This design comes from an exercise in tuning for small area and a short achievable clock period on the open sky130 flow, not from production work. The RTL was checked by simulation tests, not by an equivalence proof against the original design.

$ cat flow/run.sh
#!/bin/bash
# synth_recipe.tcl (not shown) runs the flow's synth.tcl, then flattens the netlist and writes it again
# the make line also repeats each setting of config.mk as NAME=value (left out here)
make -C /OpenROAD-flow-scripts/flow DESIGN_CONFIG=/design/flow/config.mk WORK_HOME=/design/flow/orfs CLKGATE_MAP_FILE= SYNTH_SCRIPT=/design/flow/synth_recipe.tcl finish
$ cat flow/design.v
module sevseg(in, mode, ones, tens, hundreds, thousands);
	input [2:0] mode;
	input[15:0] in;
	output [6:0] ones;
	output[6:0] tens;
	output[6:0] hundreds;
	output [6:0] thousands;
	wire [2:0] mode;  
	reg [6:0] ones;
	reg [6:0] tens;
	reg[6:0] hundreds;
	reg [6:0] thousands;
always @(*)
begin		
	if (mode == 3'b111) begin
		case({in[3], in[2], in[1], in[0]})
			4'h0: ones = 7'b1000000;
			4'h1: ones = 7'b1111001;
			4'h2: ones = 7'b0100100;
			4'h3: ones = 7'b0110000;
			4'h4: ones = 7'b0011001;
			4'h5: ones = 7'b0010010;
			4'h6: ones = 7'b0000010;
			4'h7: ones = 7'b1111000;
			4'h8: ones = 7'b0000000;
			4'h9: ones = 7'b0010000;
			4'ha: ones = 7'b0001000;
			4'hb: ones = 7'b0000011;
			4'hc: ones = 7'b1000110;
			4'hd: ones = 7'b0100001;
			4'he: ones = 7'b0000110;
			4'hf: ones = 7'b0001110;
			default: ones = 7'b1111111;
		endcase
		case({in[7], in[6], in[5], in[4]})
			4'h0: tens = 7'b1000000;
			4'h1: tens = 7'b1111001;
			4'h2: tens = 7'b0100100;
			4'h3: tens = 7'b0110000;
			4'h4: tens = 7'b0011001;
			4'h5: tens = 7'b0010010;
			4'h6: tens = 7'b0000010;
			4'h7: tens = 7'b1111000;
			4'h8: tens = 7'b0000000;
			4'h9: tens = 7'b0010000;
			4'ha: tens = 7'b0001000;
			4'hb: tens = 7'b0000011;
			4'hc: tens = 7'b1000110;
			4'hd: tens = 7'b0100001;
			4'he: tens = 7'b0000110;
			4'hf: tens = 7'b0001110;
			default: tens = 7'b1111111;
	endcase
		case({in[11], in[10], in[9], in[8]})
			4'h0: hundreds = 7'b1000000;
			4'h1: hundreds = 7'b1111001;
			4'h2: hundreds = 7'b0100100;
			4'h3: hundreds = 7'b0110000;
			4'h4: hundreds = 7'b0011001;
			4'h5: hundreds = 7'b0010010;
			4'h6: hundreds = 7'b0000010;
			4'h7: hundreds = 7'b1111000;
			4'h8: hundreds = 7'b0000000;
			4'h9: hundreds = 7'b0010000;
			4'ha: hundreds = 7'b0001000;
			4'hb: hundreds = 7'b0000011;
			4'hc: hundreds = 7'b1000110;
			4'hd: hundreds = 7'b0100001;
			4'he: hundreds = 7'b0000110;
			4'hf: hundreds = 7'b0001110;
			default: hundreds = 7'b1111111;
		endcase
		case({in[15], in[14], in[13], in[12]})
			4'h0: thousands = 7'b1000000;
			4'h1: thousands = 7'b1111001;
			4'h2: thousands = 7'b0100100;
			4'h3: thousands = 7'b0110000;
			4'h4: thousands = 7'b0011001;
			4'h5: thousands = 7'b0010010;
			4'h6: thousands = 7'b0000010;
			4'h7: thousands = 7'b1111000;
			4'h8: thousands = 7'b0000000;
			4'h9: thousands = 7'b0010000;
			4'ha: thousands = 7'b0001000;
			4'hb: thousands = 7'b0000011;
			4'hc: thousands = 7'b1000110;
			4'hd: thousands = 7'b0100001;
			4'he: thousands = 7'b0000110;
			4'hf: thousands= 7'b0001110;
			default: thousands = 7'b1111111;
		endcase
		end
		else if (mode == 3'b101) begin
			thousands = 7'b1000110;
			hundreds = 7'b1000000;
			tens = 7'b0101011;
			ones = 7'b0001110;
		end	
		else begin
			ones = 7'b1111111;
			tens = 7'b1111111;
			hundreds = 7'b1111111;
			thousands = 7'b1111111;
		end
end
endmodule
module vga_out(clk, rst, run, VGA_R, VGA_G, VGA_B,VGA_HS, VGA_VS,VGA_SYNC, VGA_BLANK,in1,in2);
input clk,rst,run;
input [15:0] in1;
input [15:0] in2;
reg [15:0] height1;
reg [15:0] height2;
output [7:0] VGA_R, VGA_G, VGA_B;
output VGA_BLANK, VGA_SYNC, VGA_HS, VGA_VS;
reg [31:0] pc, lc;
reg [7:0] VGA_R, VGA_G, VGA_B;
reg  VGA_HS, VGA_VS, h_blank, v_blank;
wire VGA_BLANK, VGA_SYNC;
assign VGA_SYNC = 0;
assign VGA_BLANK = h_blank || v_blank;
reg [7:0]r,g,b;
always @(posedge clk or negedge rst)
if (rst==1'b0)begin
	height1<=40;
	height2<=40;
	end
else if (!run) begin
	height1<=40;
	height2<=40;
	end
else begin
	if (in1>in2)begin
		height1<=40;
		height2<=600-560*in2/in1;
		end
	if (in2>in1) begin	
		height2<=40;
		height1<=600-560*in1/in2;
		end
	if(in1==in2) begin 
		height2<=40;
		height1<=40;
		end 
	if (in1==0 &&in2==0)begin
		height1<=600;
		height2<=600;
	end
	end
parameter
		sqpclx=250,sqpcrx=1040,sqlctx=600, sqlcbx=610;
parameter
		sqpcly=250,sqpcry=260,sqlcty=40, sqlcby=610;
parameter
		sqpcl1=400,sqpcr1=500, sqlcb1=600;
parameter
		sqpcl2=800,sqpcr2=900, sqlcb2=600;
parameter
		sqpclg1=250,sqpcrg1=1040,sqlctg1=544, sqlcbg1=545;
parameter
		sqpclg2=250,sqpcrg2=1040,sqlctg2=488, sqlcbg2=489;
parameter
		sqpclg3=250,sqpcrg3=1040,sqlctg3=432, sqlcbg3=433;
parameter
		sqpclg4=250,sqpcrg4=1040,sqlctg4=376, sqlcbg4=377;
parameter
		sqpclg5=250,sqpcrg5=1040,sqlctg5=320, sqlcbg5=321;
parameter
		sqpclg6=250,sqpcrg6=1040,sqlctg6=264, sqlcbg6=265;
parameter
		sqpclg7=250,sqpcrg7=1040,sqlctg7=208, sqlcbg7=209;
parameter
		sqpclg8=250,sqpcrg8=1040,sqlctg8=152, sqlcbg8=153;
parameter
		sqpclg9=250,sqpcrg9=1040,sqlctg9=96, sqlcbg9=97;
always@(posedge clk or negedge rst)
begin
	if (rst==1'b0)
		begin
		r<=8'hff;
		g<=8'hff;
		b<=8'hff;
		end
		else if (!run)
		begin
		r<=8'hff;
		g<=8'hff;
		b<=8'hff;
		end
		else
		begin 
			if((pc>=sqpclx && pc<=sqpcrx)&&(lc>=sqlctx && lc <=sqlcbx)) 
			begin
				r<=8'h0;
				g<=8'hff;
				b<=8'h0;
			end
			else if ((pc>=sqpcly && pc<=sqpcry)&&(lc>=sqlcty && lc <=sqlcby)) 
			begin
				r<=8'h0;
				g<=8'hff;
				b<=8'h0;
			end
			else if ((pc>=sqpcl1 && pc<=sqpcr1)&&(lc>=height1 && lc <=sqlcb1)) 
			begin
				r<=8'hff;
				g<=8'h0;
				b<=8'h0;
			end
			else if ((pc>=sqpcl2 && pc<=sqpcr2)&&(lc>=height2 && lc <=sqlcb2)) 
			begin
				r<=8'h0;
				g<=8'h0;
				b<=8'hff;
			end
			else if ((pc>=sqpclg1 && pc<=sqpcrg1)&&(lc>=sqlctg1 && lc <=sqlcbg1))
			begin
				r<=8'h0;
				g<=8'h0;
				b<=8'h0;
			end
			else if ((pc>=sqpclg2 && pc<=sqpcrg2)&&(lc>=sqlctg2 && lc <=sqlcbg2))
			begin
				r<=8'h0;
				g<=8'h0;
				b<=8'h0;
			end
			else if ((pc>=sqpclg3 && pc<=sqpcrg3)&&(lc>=sqlctg3 && lc <=sqlcbg3))
			begin
				r<=8'h0;
				g<=8'h0;
				b<=8'h0;
			end
			else if ((pc>=sqpclg4 && pc<=sqpcrg4)&&(lc>=sqlctg4 && lc <=sqlcbg4))
			begin
				r<=8'h0;
				g<=8'h0;
				b<=8'h0;
			end
			else if ((pc>=sqpclg5 && pc<=sqpcrg5)&&(lc>=sqlctg5 && lc <=sqlcbg5))
			begin
				r<=8'h0;
				g<=8'h0;
				b<=8'h0;
			end
			else if ((pc>=sqpclg6 && pc<=sqpcrg6)&&(lc>=sqlctg6 && lc <=sqlcbg6))
			begin
				r<=8'h0;
				g<=8'h0;
				b<=8'h0;
			end
			else if ((pc>=sqpclg7 && pc<=sqpcrg7)&&(lc>=sqlctg7 && lc <=sqlcbg7))
			begin
				r<=8'h0;
				g<=8'h0;
				b<=8'h0;
			end
			else if ((pc>=sqpclg8 && pc<=sqpcrg8)&&(lc>=sqlctg8 && lc <=sqlcbg8))
			begin
				r<=8'h0;
				g<=8'h0;
				b<=8'h0;
			end
			else if ((pc>=sqpclg9 && pc<=sqpcrg9)&&(lc>=sqlctg9 && lc <=sqlcbg9))
			begin
				r<=8'h0;
				g<=8'h0;
				b<=8'h0;
			end
			else
			begin 
				r<=8'hff;
				g<=8'hff;
				b<=8'hff;
			end
		end
end
parameter hpixeltotal = 1056;
parameter hpixelwith =     800;
parameter hsynctime = 80;
parameter hfpte = 240;
parameter hbpts = 1040;
parameter vpixeltotal = 625;
parameter vpixelwith =  600;
parameter vsynctime = 3;
parameter vfpte = 24;
parameter vbpts =  624;
always@(posedge clk or negedge rst)
begin
	if (rst==1'b0)
		begin
		pc<=32'd0;
		lc<=32'd0;
		end
		else if (!run)
		begin
		pc<=32'd0;
		lc<=32'd0;
		end
		else
		if (pc>hpixeltotal)
			begin
				pc<=32'd0;
				if (lc>vpixeltotal)
					lc<=32'd0;
				else
					lc<= lc+1;
			end
		else
			pc<= pc+1;
end
always@(posedge clk or negedge rst)
begin
	if (rst == 1'b0)
		begin 
		VGA_HS<=1'b0;
		h_blank<=1'b1;
		VGA_R<=8'h00;
		VGA_G<=8'h00;
		VGA_B<=8'h00;
		end
	else if (!run)
		begin
		VGA_HS<=1'b0;
		h_blank<=1'b1;
		VGA_R<=8'h00;
		VGA_G<=8'h00;
		VGA_B<=8'h00;
		end
	else
	begin
	if (pc<hsynctime)
		VGA_HS<=1'b0;
	else
		VGA_HS<=1'b1;
	if ((pc>=hsynctime && pc<hfpte)|| (pc>=hbpts))
		h_blank<=1'b0;
	else
		h_blank<=1'b1;
	if (pc>=hfpte && pc<hbpts)
		begin
		VGA_R<=r;
		VGA_G<=g;
		VGA_B<=b;
		end
	else
		begin
		VGA_R<=8'h00;
		VGA_G<=8'h00;
		VGA_B<=8'h00;
		end
	end 
end 
always@(posedge clk or negedge rst)
begin 
	if (rst ==1'b0)
		begin
		VGA_VS<=1'b0;
		v_blank <= 1'b0;
		end
	else if (!run)
		begin
		VGA_VS<=1'b0;
		v_blank <= 1'b0;
		end
	else
	begin
	if (lc<vsynctime)
		VGA_VS<=1'b0;
	else
		VGA_VS <= 1'b1;
	if ((lc >=vsynctime && lc<vfpte)|| lc>=vbpts)
		v_blank<=1'b1;
	else
		v_blank <= 1'b0;
	end 
end
endmodule
module voting_machine(clk, reset, vote_r, vote_b, confirmY, confirmN, hex_count0, hex_count1, hex_count2, hex_count3,enable_vga,VGA_R,VGA_G,VGA_B,VGA_HS,VGA_VS,VGA_SYNC,VGA_BLANK);
input clk,  
      reset,  
       vote_r, vote_b,  
       confirmY, confirmN,  
		 enable_vga;  
output [6:0] hex_count0,  hex_count1,  hex_count2, hex_count3;
output [7:0] VGA_R, VGA_G, VGA_B;
output VGA_BLANK, VGA_SYNC, VGA_HS, VGA_VS;
reg [15:0] count_r, count_b, count_t;  
reg [3:0] state;
reg [2:0] mode;  
reg [15:0] r_buffer, b_buffer;
reg [15:0] count;
wire [6:0] hex_count0,  hex_count1,  hex_count2, hex_count3;  
wire vga_run = (state == DISPLAY_MODE) && enable_vga;
vga_out u_vga(clk, reset, vga_run, VGA_R, VGA_G, VGA_B,VGA_HS, VGA_VS,VGA_SYNC, VGA_BLANK, count_r,count_b); 
sevseg u_sevseg(count_t, mode, hex_count0, hex_count1, hex_count2,hex_count3);  
parameter WAITING = 4'b0000, RED_VOTE_BUTTON_PRESSED = 4'b0001, RED_VOTE_RECORDED = 4'b0010, confirm_WAITING = 4'b0011, confirmYES_PRESSED = 4'b0100, confirmYES_RECORDED = 4'b0101, display_count = 4'b0111, BLUE_VOTE_BUTTON_PRESSED = 4'b1000, BLUE_VOTE_RECORDED = 4'b1001, confirmNO_PRESSED = 4'b1010, confirmNO_RECORDED = 4'b1011, DISPLAY_MODE = 4'b1111;
always @ (posedge clk or negedge reset)
begin
	if (!reset)
		begin
		state <= WAITING;
		count_r <= 16'd0;
		count_b <= 16'd0;
		count_t <= 16'd0;
		r_buffer <= 0;
		b_buffer <= 0;
		end
	else begin
		case (state)
			WAITING: begin
				count_r <= count_r;
				count_b <= count_b;
				count_t <= count_t; 
				r_buffer <= 0;
				b_buffer <= 0;			
				if (vote_b == 1'b0) state <=BLUE_VOTE_BUTTON_PRESSED;
				else if (vote_r == 1'b0) state <=RED_VOTE_BUTTON_PRESSED;
				else if (enable_vga == 1'b1) state <= DISPLAY_MODE;
				else state <= WAITING;	
				end
			BLUE_VOTE_BUTTON_PRESSED: begin
				count_r <= count_r;
				count_b <= count_b;
				count_t <= count_t;
				r_buffer <= 0;
				b_buffer <= 0;			
				if (vote_b  == 1'b0)	state <=BLUE_VOTE_BUTTON_PRESSED;
				else state <= BLUE_VOTE_RECORDED;
				end
			BLUE_VOTE_RECORDED: begin
				count_r <= count_r;
				count_b <= count_b;
				count_t <= count_t; 
				r_buffer <= 0;
				b_buffer <= 1;			
				state <= confirm_WAITING;
				end
			RED_VOTE_BUTTON_PRESSED: begin
				count_r <= count_r;
				count_b <= count_b;
				count_t <= count_t; 
				r_buffer <= 0;
				b_buffer <= 0;			
				if (vote_r == 1'b0) state <= RED_VOTE_BUTTON_PRESSED;
				else state <= RED_VOTE_RECORDED;
			   end
			RED_VOTE_RECORDED: begin
				count_r <= count_r;
				count_b <= count_b;
				count_t <= count_t;
				r_buffer <= 1;
				b_buffer <= 0;			
				state <= confirm_WAITING;
				end
			confirm_WAITING: begin
				count_r <= count_r;
				count_b <= count_b;
				count_t <= count_t; 
				r_buffer <= r_buffer;
				b_buffer <= b_buffer;
				if (confirmY == 1'b0) state <=confirmYES_PRESSED;
				else if (confirmN == 1'b0) state <=confirmNO_PRESSED;
				else state <=confirm_WAITING;
				end
			confirmYES_PRESSED: begin
				count_r <= count_r;
				count_b <= count_b;
				count_t <= count_t; 
				r_buffer <= r_buffer;
				b_buffer <= b_buffer;
				if (confirmY == 1'b0) state <= confirmYES_PRESSED;
				else state<= confirmYES_RECORDED;	
				end
			confirmYES_RECORDED: begin
				count_r <= count_r + r_buffer;
				count_b <= count_b + b_buffer;
				count_t <= count_t + 1; 			
				r_buffer <= r_buffer;
				b_buffer <= b_buffer;
				state <= WAITING;
				end
			confirmNO_PRESSED: begin
				count_r <= count_r;
				count_b <= count_b;
				count_t <= count_t; 
				r_buffer <= r_buffer;
				b_buffer <= b_buffer;
				if (confirmN == 1'b0) state <= confirmNO_PRESSED;
				else state<= confirmNO_RECORDED;
				end
			confirmNO_RECORDED: begin
				count_r <= count_r;
				count_b <= count_b;
				count_t <= count_t; 
				r_buffer <= r_buffer;
				b_buffer <= b_buffer;
				state <= WAITING;
				end
			DISPLAY_MODE: begin
				count_r <= count_r;
				count_b <= count_b;
				count_t <= count_t; 
				r_buffer <= 0;
				b_buffer <= 0;			
				if (enable_vga == 0) state <= WAITING;
				else state <= DISPLAY_MODE;
			end
		endcase
	end
end
always @ (*)
begin
	case(state)
		WAITING: mode = 3'b000;
		RED_VOTE_BUTTON_PRESSED: mode = 3'b000;
		RED_VOTE_RECORDED: mode = 3'b000;
		BLUE_VOTE_BUTTON_PRESSED: mode = 3'b000;
		BLUE_VOTE_RECORDED: mode = 3'b000;
		confirm_WAITING: mode = 3'b101;
		confirmYES_PRESSED: mode = 3'b101;
		confirmYES_RECORDED: mode = 3'b101;
		DISPLAY_MODE: mode = 3'b111;
		confirmNO_PRESSED: mode = 3'b101;
		confirmNO_RECORDED: mode = 3'b101;
		default: mode = 3'b000;
	endcase	
end
endmodule
$ cat flow/config.mk
export PLATFORM = sky130hd
export DESIGN_NAME = voting_machine
export DESIGN_NICKNAME = voting_machine
export VERILOG_FILES = /design/flow/design.v
export SDC_FILE = /design/flow/constraint.sdc
export NUM_CORES = 4
export LEC_CHECK = 0
export CAP_MARGIN = 20
export CORE_MARGIN = 2
export CORE_UTILIZATION = 40
export SLEW_MARGIN = 20
$ cat flow/constraint.sdc
create_clock -name core_clock -period 100.0 [get_ports {clk}]
set_input_delay 20.0000 -clock core_clock [delete_from_list [all_inputs] [get_ports {clk}]]
set_output_delay 20.0000 -clock core_clock [all_outputs]
set_load 0.01 [all_outputs]
==> run_results.csv <==
group,metric,value,unit
run_status,status,"complete, no violations",
clocking,clk-insertion-delay-late,470,ps
sta,fin_crit_sh,0.9339,
route,routedWlPerCell,19.81,µm
die,die_x,388.7,µm
synthesis,synth_area,59210,µm²
route,drt-pass1-iter-count,6,
setup_path,start_kind,"flop",
synthesis,synthCells,8233,
grt,grtUsageTotal,0.2730,
placement,dp.final_hpwl,172700,µm
setup_path,cp.required,100340,ps
synthesis,yosysWarnings,3,
grt,antenna_found_initial,1,
sta,fin_crit,93390,ps
synthesis,async_reset_ff_frac,1.000,
sta,tightest_slew,1125,ps
synthesis,synth.distinct_cells,133,
cells_and_area,drive_above_1_share,0.1477,
setup_path,cp_max_fo,26,
grt,grt_pass1_wl,336200,µm
placement,place_ws,1105,ps
die,ioPinCount,63,
sta,fmax,10.71,MHz
route,drtIter0Drc,5162,
setup_path,worstPathArrival,93730,ps
sta,slew_violations,0,
die,rows,141,
cells_and_area,regArea,4016,µm²
die,initial_utilization,0.4019,
placement,io_buffer_count,61,
cells_and_area,area_growth,15.62,%
die,die-area,151100,µm²
cells_and_area,final_common_cell,"ha_1",
sta,hold_viol,0,
route,ant_nets,0,
sta,worst_hold_slack,489.4,ps
clocking,ctsHtreeMaxLevel,4,
setup_path,slowest_delay,770,ps
synthesis,ys_seq_elements,160,
synthesis,avgSynthCellArea,7.192,µm²
route,via_per_inst,6.021,
clocking,cts.sinks,160,
synthesis,synth_flop_cell,"dfrtp_1",
sta,max-slew-margin-rel,0.2432,
flow_run,max_cap_viol_count,0,
clocking,clk_pin_slew,80,ps
cells_and_area,n_fill_cell,14746,
setup_path,crit_path_top_delay_cell,"or4b_2",
cells_and_area,multi_input_area,53300,µm²
clocking,cts_buffers,17,
synthesis,synth_edf_count,0,
grt,grt_overflow_total,0,
setup_path,crit_top_cell,"o21a_1",
route,wl,214300,µm
route,drc,0,
sta,setup_ws,6611,ps
grt,grt_max_degree,101,
die,core,147300,µm²
clocking,cts_buffer_depth,2,
placement,place.gp.congestion,0.9965,
clocking,root_buffer,"clkbuf_16",
cells_and_area,final_nets,9895,
setup_path,criticalPathCategory,"reg -> reg",
cells_and_area,antenna_cells,0,
cells_and_area,most-common-layout-cells,"987 x ha_1, 787 x buf_4, 779 x nor2_1, 700 x nand2_1, 575 x a21oi_1",
synthesis,yosysSeqAreaShare,0.06779,
hold_path,hp-class,"reg -> reg",
sta,setup_viol,0,
die,die_height,388.7,µm
clocking,cts_tree,"built",
setup_path,endpoint_kind,"flop",
grt,first_global_vias,61181,
route,vias,65130,
sta,fin_worst_skew,12.26,ps
clocking,cts-hold-fix-buffers,0,
## registers in the layout, indices dropped and copies added (netlist names), 4 cells and up
register and cells:
count_r 16, u_vga.height2 16, u_vga.lc 32, count_b 16, state 4, count_t 16
u_vga.height1 16, u_vga.pc 32
## path summary, 6_finish.rpt
kind,slack [ps],cells after the start,to,from
max in group asynchronous,78810,2,count_b[9]$_DFFE_PN0P_,reset
hold / removal,490,1,u_vga.lc[24]$_DFFE_PN0P_,u_vga.lc[24]$_DFFE_PN0P_
hold reg to reg,490,1,u_vga.lc[24]$_DFFE_PN0P_,u_vga.lc[24]$_DFFE_PN0P_
setup reg to reg,6610,448,u_vga.height1[14]$_DFFE_PN0P_,count_r[8]$_DFFE_PN0P_
min in group asynchronous,19620,1,count_t[6]$_DFFE_PN0P_,reset
setup / recovery,6610,448,u_vga.height1[14]$_DFFE_PN0P_,count_r[8]$_DFFE_PN0P_
## per-stage QoR
step                      instance area [µm²]  utilization  TNS [ps]  cells
final                                   68450       0.4647         0  10818
after global routing                    68450       0.4647    -121.5  10818
after CTS                               67710       0.4597         0  10796
after detailed placement                67070       0.4553         0  10764
after global placement                  67070       0.4553         0  10764
after floorplan                         59320            -         0   8264
## worst max-delay path, delay by kind of cell (launching register included)
family | cells | cell delay (ps)
mux | 11 | 3620
flops | 1 | 480
buf+inv | 35 | 5820
xor+xnor | 2 | 470
compound gates | 264 | 53150
simple gates | 101 | 18910
fa+ha+maj | 35 | 10680
## Yosys cell counts, types with 40 or more instances
master	count	area (µm²)
nand3_1	209	1046
a31oi_1	82	513.0
a211oi_1	83	623.1
o21a_1	375	2815
mux2i_1	62	620.6
xnor2_1	315	2759
o21ai_0	424	2122
nand4_1	112	700.7
or3_1	76	475.5
mux2_2	157	1768
o31ai_1	217	1629
clkbuf_1	182	683.2
nor3_1	445	2227
xor2_1	162	1419
nor2_1	792	2973
nor4_1	70	437.9
o211ai_1	72	540.5
a21o_1	222	1667
inv_1	381	1430
nor2b_1	96	600.6
o21bai_1	40	300.3
nand2b_1	128	800.8
and2_1	120	750.7
a21oi_1	589	2948
ha_1	987	12350
nand2_1	706	2650
or2_2	83	519.3
dfrtp_1	152	3804
and3_1	82	513.0
## final cells by class
class,count,share of cell area
multi-input cells,7455,0.7786
repair buffers,856,0.09684
flip-flops and latches,160,0.05867
well taps,1930,0.03528
inverters,385,0.02122
clock buffers,17,0.006214
clock inverters,15,0.003144
## timing repair
| item | 4_1_cts | 5_1_grt |
|---|---|---|
| setup endpoints to repair | 0 | 32 |
| buffers inserted | 0 | 20 |
| gates resized for setup | 0 | 147 |
## per-layer routing
| metal | track usage | up-vias | share of wire |
|---|---|---|---|
| met1 | 0.3737 | 30779 | 0.46 |
| met3 | 0.02972 | 310 | 0.063 |
| met4 | 0.07534 | 0 | 0.031 |
| met2 | 0.4512 | 1987 | 0.45 |
| met5 | 0 | - | 0 |
| li1 | - | 32054 | - |
## kinds of logic after synthesis
logic type | Yosys count | synth area share
compound gates | 2612 | 0.2990
xor+xnor | 480 | 0.07138
fa+ha+maj | 1016 | 0.2179
buf+inv | 650 | 0.04412
flops | 160 | 0.06779
mux | 224 | 0.04186
other cells | 1 | 0.00006334
simple gates | 3090 | 0.2579

static timing again, ports no longer ideal:
How much do the figures lean on ideal ports? The routed layout below was timed once more, with nothing changed but the port constraints. Step 1, drivers: a clkbuf_16 drives clk and a buf_2 each remaining input, both assumed. Step 2 also shifts input and output timing later by t, the mid clock arrival at the registers, as if the neighbouring blocks saw the same clock. Slacks: no drivers / after step 1 / after step 2; pairs: no drivers / after step 1.
shift t [ns]: 0.524
setup WS [ns]: 6.611 / 6.611 / 6.611
worst setup path at the end: register to register
latest minus earliest clock arrival (ns): 0.016 / 0.015
pins driven straight from the clock port: 1
After both steps this run still meets setup and hold. For this run, drivers alone change the setup slack by 0.000 ns; drivers and shift together by 0.000 ns.
